Source: an optimization exercise on an open RTL-to-GDS flow (aim: small area). Production flows keep margins and buffers that such runs may drop. At most, simulation tests tie the RTL to the original design; equivalence was not proved.

==> 12-25 <==
Design UART_FIFO_Top, start of the top module:
module UART_FIFO_Top #(
    parameter DATA_WIDTH = 8,
    parameter FIFO_DEPTH = 16,
    parameter ADDR_WIDTH = 4
)(
    input clk,
    input rst,
    input en,
    input push_in,
    input pop_in,
    input [DATA_WIDTH-1:0] din,
    input [3:0] threshold,
    output [DATA_WIDTH-1:0] dout,
    output empty,
    output full,
    output overrun,
    output underrun,
    output thr_trigger
);
==> module UART_FIFO_Top, before the edit <==
module UART_FIFO_Top #(
    parameter DATA_WIDTH = 8,
    parameter FIFO_DEPTH = 16,
    parameter ADDR_WIDTH = 4
)(
    input clk,
    input rst,
    input en,
    input push_in,
    input pop_in,
    input [DATA_WIDTH-1:0] din,
    input [3:0] threshold,
    output [DATA_WIDTH-1:0] dout,
    output empty,
    output full,
    output overrun,
    output underrun,
    output thr_trigger
);
reg [DATA_WIDTH-1:0] mem [0:FIFO_DEPTH-1];    
reg [ADDR_WIDTH-1:0] rp;                      
reg empty_t, full_t, overrun_t, underrun_t, thr_t;
wire push = push_in & ~full_t;
wire pop  = pop_in & ~empty_t;
always @(posedge clk) begin
    if (push) begin
        mem[0] <= din;
        for (int i = 1; i < FIFO_DEPTH; i++)
            mem[i] <= mem[i-1];
    end
end
reg [DATA_WIDTH-1:0] rd;
always @* begin
    rd = 0;
    for (int i = 0; i < FIFO_DEPTH; i++)
        rd = rd | (mem[i] & {DATA_WIDTH{rp == i}});
end
assign dout = rd;
wire thr_ge = (&rp) ? (pop | (threshold == 0)) : ({1'b0, rp} + 5'd1 >= {1'b0, threshold});
always @(posedge clk, posedge rst) begin
    if (rst) begin
        rp <= {ADDR_WIDTH{1'b1}};
        empty_t <= 1'b1;
        full_t <= 1'b0;
        overrun_t <= 1'b0;
        underrun_t <= 1'b0;
        thr_t <= 1'b0;
    end else begin
        overrun_t <= push_in & full_t;
        underrun_t <= pop_in & empty_t;
        if (push & ~pop) begin
            rp <= rp + 1'b1;
            empty_t <= 1'b0;
            full_t <= (rp == FIFO_DEPTH-2) | ~en;
        end else if (pop & ~push) begin
            rp <= rp - 1'b1;
            full_t <= 1'b0;
            empty_t <= (rp == 0) | ~en;
        end
        if (push ^ pop)
            thr_t <= thr_ge;
    end
end
assign empty = empty_t;
assign full = full_t;
assign overrun = overrun_t;
assign underrun = underrun_t;
assign thr_trigger = thr_t;
endmodule
Settings: LEC_CHECK=0, CAP_MARGIN=20, CORE_MARGIN=2, CORE_UTILIZATION=40, SLEW_MARGIN=20; clock period 5.0 ns.
run.sh (not shown) runs the stock make flow with config.mk's settings and CLKGATE_MAP_FILE= SYNTH_SCRIPT=/design/flow/synth_recipe.tcl, a recipe that flattens the netlist after the stock synthesis.
==> inputs of 08-20, as changes to 12-25 <==
==> flow/design.v (replaced) <==
`timescale 1ns / 1ps
module UART_FIFO_Top #(
    parameter DATA_WIDTH = 8,
    parameter FIFO_DEPTH = 16,
    parameter ADDR_WIDTH = 4
)(
    input clk,
    input rst,
    input en,
    input push_in,
    input pop_in,
    input [DATA_WIDTH-1:0] din,
    input [3:0] threshold,
    output [DATA_WIDTH-1:0] dout,
    output empty,
    output full,
    output overrun,
    output underrun,
    output thr_trigger
);
reg [DATA_WIDTH-1:0] mem [0:FIFO_DEPTH-1];    
reg [ADDR_WIDTH-1:0] cnt;                     
reg empty_t, full_t, overrun_t, underrun_t, thr_t;
wire push = push_in & ~full_t;
wire pop  = pop_in & ~empty_t;
wire inc  = push & ~pop;
wire dec  = pop & ~push;
wire [DATA_WIDTH-1:0] push_l;
wire push_in_n;
fifo_inv u_push_n (.a(push_in), .y(push_in_n));
genvar g;
generate
    for (g = 0; g < DATA_WIDTH; g = g + 1) begin : g_lane
        fifo_nor2 u_push (.a(push_in_n), .b(full_t), .y(push_l[g]));
        always @(posedge clk) begin
            if (push_l[g]) begin
                mem[0][g] <= din[g];
                for (int i = 1; i < FIFO_DEPTH; i++)
                    mem[i][g] <= mem[i-1][g];
            end
        end
    end
endgenerate
wire [FIFO_DEPTH-1:0] hit;
fifo_dec4 u_dec (.a(cnt), .y(hit));
wire [FIFO_DEPTH-1:0] sel = {hit[0], hit[FIFO_DEPTH-1:1]};
generate
    for (g = 0; g < DATA_WIDTH; g = g + 1) begin : g_rd
        wire [FIFO_DEPTH-1:0] col;
        for (genvar k = 0; k < FIFO_DEPTH; k = k + 1) begin : g_col
            assign col[k] = mem[k][g];
        end
        fifo_mux16 u_mux (.s(sel), .d(col), .y(dout[g]));
    end
endgenerate
wire [ADDR_WIDTH-1:0] tgl;
assign tgl[0] = inc | dec;
generate
    for (g = 1; g < ADDR_WIDTH; g = g + 1) begin : g_tgl
        assign tgl[g] = (inc & (&cnt[g-1:0])) | (dec & ~(|cnt[g-1:0]));
    end
endgenerate
wire [ADDR_WIDTH:0] cge;
assign cge[0] = 1'b1;
generate
    for (g = 0; g < ADDR_WIDTH; g = g + 1) begin : g_cge
        assign cge[g+1] = (cnt[g] & ~threshold[g]) | ((cnt[g] | ~threshold[g]) & cge[g]);
    end
endgenerate
wire thr_ge = cge[ADDR_WIDTH] | (hit[0] & full_t);
always @(posedge clk, posedge rst) begin
    if (rst) begin
        cnt <= {ADDR_WIDTH{1'b0}};
        empty_t <= 1'b1;
        full_t <= 1'b0;
        overrun_t <= 1'b0;
        underrun_t <= 1'b0;
        thr_t <= 1'b0;
    end else begin
        cnt <= cnt ^ tgl;
        overrun_t <= push_in & full_t;
        underrun_t <= pop_in & empty_t;
        if (inc) begin
            empty_t <= 1'b0;
            full_t <= hit[FIFO_DEPTH-1] | ~en;
        end else if (dec) begin
            full_t <= 1'b0;
            empty_t <= hit[1] | ~en;
        end
        if (inc | dec)
            thr_t <= thr_ge;
    end
end
assign empty = empty_t;
assign full = full_t;
assign overrun = overrun_t;
assign underrun = underrun_t;
assign thr_trigger = thr_t;
endmodule
module fifo_mux16 (
    input  [15:0] s,
    input  [15:0] d,
    output y
);
wire [5:0] t;
fifo_aoi222 u0 (.a0(s[0]),  .b0(d[0]),  .a1(s[1]),  .b1(d[1]),  .a2(s[2]),  .b2(d[2]),  .y(t[0]));
fifo_aoi222 u1 (.a0(s[3]),  .b0(d[3]),  .a1(s[4]),  .b1(d[4]),  .a2(s[5]),  .b2(d[5]),  .y(t[1]));
fifo_aoi222 u2 (.a0(s[6]),  .b0(d[6]),  .a1(s[7]),  .b1(d[7]),  .a2(s[8]),  .b2(d[8]),  .y(t[2]));
fifo_aoi222 u3 (.a0(s[9]),  .b0(d[9]),  .a1(s[10]), .b1(d[10]), .a2(s[11]), .b2(d[11]), .y(t[3]));
fifo_aoi222 u4 (.a0(s[12]), .b0(d[12]), .a1(s[13]), .b1(d[13]), .a2(s[14]), .b2(d[14]), .y(t[4]));
assign t[5] = ~(s[15] & d[15]);
assign y = ~&t;
endmodule
module fifo_aoi222 (
    input a0, b0, a1, b1, a2, b2,
    output y
);
assign y = ~((a0 & b0) | (a1 & b1) | (a2 & b2));
endmodule
module fifo_dec4 (
    input  [3:0] a,
    output [15:0] y
);
wire [3:0] a_n;
wire [3:0] lo_n, hi_n;
fifo_inv   i0 (.a(a[0]), .y(a_n[0]));
fifo_inv   i1 (.a(a[1]), .y(a_n[1]));
fifo_inv   i2 (.a(a[2]), .y(a_n[2]));
fifo_inv   i3 (.a(a[3]), .y(a_n[3]));
fifo_nand2 l0 (.a(a_n[1]), .b(a_n[0]), .y(lo_n[0]));
fifo_nand2 l1 (.a(a_n[1]), .b(a[0]),   .y(lo_n[1]));
fifo_nand2 l2 (.a(a[1]),   .b(a_n[0]), .y(lo_n[2]));
fifo_nand2 l3 (.a(a[1]),   .b(a[0]),   .y(lo_n[3]));
fifo_nand2 h0 (.a(a_n[3]), .b(a_n[2]), .y(hi_n[0]));
fifo_nand2 h1 (.a(a_n[3]), .b(a[2]),   .y(hi_n[1]));
fifo_nand2 h2 (.a(a[3]),   .b(a_n[2]), .y(hi_n[2]));
fifo_nand2 h3 (.a(a[3]),   .b(a[2]),   .y(hi_n[3]));
genvar i;
generate
    for (i = 0; i < 16; i = i + 1) begin : g_y
        fifo_nor2 u (.a(hi_n[i / 4]), .b(lo_n[i % 4]), .y(y[i]));
    end
endgenerate
endmodule
module fifo_inv (input a, output y);
assign y = ~a;
endmodule
module fifo_nand2 (input a, input b, output y);
assign y = ~(a & b);
endmodule
module fifo_nor2 (input a, input b, output y);
assign y = ~(a | b);
endmodule
==> flow/flow/run.sh (new file) <==
#!/bin/bash
# The standard ORFS layout (the standard.sh), with two changes:
#  - the smallest buffer (buf_1) on each input and output port instead of
#    buffer_ports' default choice;
#  - clock tree: clkbuf_4 leaves under a clkbuf_8 root, no dummy loads.
set -euo pipefail
bash standard.sh \
  "BUFFER_PORTS_ARGS=-buffer_cell sky130_fd_sc_hd__buf_1" \
  "CTS_ARGS=-sink_clustering_enable -repair_clock_nets -buf_list sky130_fd_sc_hd__clkbuf_4 -root_buf sky130_fd_sc_hd__clkbuf_8 -dont_use_dummy_load" \
  finish > standard.log 2>&1
==> flow/standard.sh (new file) <==
#!/bin/bash
# synth_recipe.tcl (not shown) runs the flow's synth.tcl, then flattens the netlist and writes it again
# the make line also repeats each setting of config.mk as NAME=value (left out here)
make -C /OpenROAD-flow-scripts/flow DESIGN_CONFIG=/design/flow/config.mk WORK_HOME=/design/flow/orfs CLKGATE_MAP_FILE= SYNTH_SCRIPT=/design/flow/synth_recipe.tcl "${@:-finish}"
--- a/flow/config.mk
+++ b/flow/config.mk
@@ -9,3 +9,5 @@
 export CORE_MARGIN = 2
 export CORE_UTILIZATION = 40
+export CTS_BUF_LIST = sky130_fd_sc_hd__clkbuf_4
 export SLEW_MARGIN = 20
+export SYNTH_HIERARCHICAL = 1
removed: flow/run.sh
==> results.py <==
metrics = {
    "outcome": {
        "status": "complete, no violations",
    },
    "route": {
        "drt-met1-wl_mm": 5.01,
    },
    "power_and_ir_drop": {
        "leakage_uw": 0.00221,
    },
    "worst_setup_path": {
        "rr_startpoint": "rp[2]$_DFFE_PP1P_",
        "path_cells": "ha_1, buf_4, a22oi_1, a22oi_1, a22oi_1, o211ai_1, clkdlybuf4s50_1",
    },
    "cells_and_area": {
        "clk_share_pct": 8.42,
    },
    "placed_design": {
        "dpl.cell_count": 529,
    },
    "logic_synthesis": {
        "yosysWarningCount": 2,
        "yosysSeqAreaShare_pct": 74.8,
    },
    "global_routing": {
        "grtUsageTotal_pct": 15.5,
    },
}
That was 12-25.
==> results.py <==
metrics = {
    "outcome": {
        "status": "complete, no violations",
    },
    "clock_network": {
        "cts_resized": 0,
    },
    "global_routing": {
        "grtUsageTotal_pct": 16.6,
    },
    "sta": {
        "slew_violations": 0,
    },
    "route": {
        "drt-met1-wl_mm": 4.66,
    },
    "worst_setup_path": {
        "path_cells": "inv_1, nand2_1, nor2_1, a222oi_1, and3_1, nand4_1, buf_1",
        "worst-path-buf-inv": 2,
    },
    "logic_synthesis": {
        "yosysWarningCount": 8,
        "yosysSeqAreaShare_pct": 81.7,
    },
    "floorplan": {
        "coreArea_mm2": 0.0121,
    },
    "cells_and_area": {
        "clk_share_pct": 2.45,
    },
    "power_and_ir_drop": {
        "seqPwrFrac_pct": 58.8,
        "leakage_uw": 0.00179,
    },
    "placed_design": {
        "dpl.cell_count": 472,
    },
}
That was 08-20.
No functional check of the RTL was part of 08-20.

port drivers added, routing unchanged:
The flow's constraints put no driver on any port. The routed layouts listed below were extracted and timed again, unchanged, in two steps.
Step 1 assumes that a clkbuf_16 drives the clock port and a buf_2 every other input.
Step 2 adds t to the input delays and takes it off the output delays; t is the mean of the earliest and latest rising clock arrival at the registers after step 1. Input paths then give back, and output paths get back, about the clock's delay inside the block.
Slacks: no drivers / after step 1 / after step 2; pairs: no drivers / after step 1.
run	t, ns	setup WS [ns]	clock arrival spread, ns	worst register clock-pin slew, ns	worst data-port slew with drivers (ns)
12-25	0.449	0.811 / 0.773 / 1.222	0.005 / 0.006	0.06 / 0.06	0.03
08-20	0.423	1.365 / 1.333 / 1.756	0.035 / 0.035	0.11 / 0.11	0.03
After both steps setup and hold are still met in every run listed.
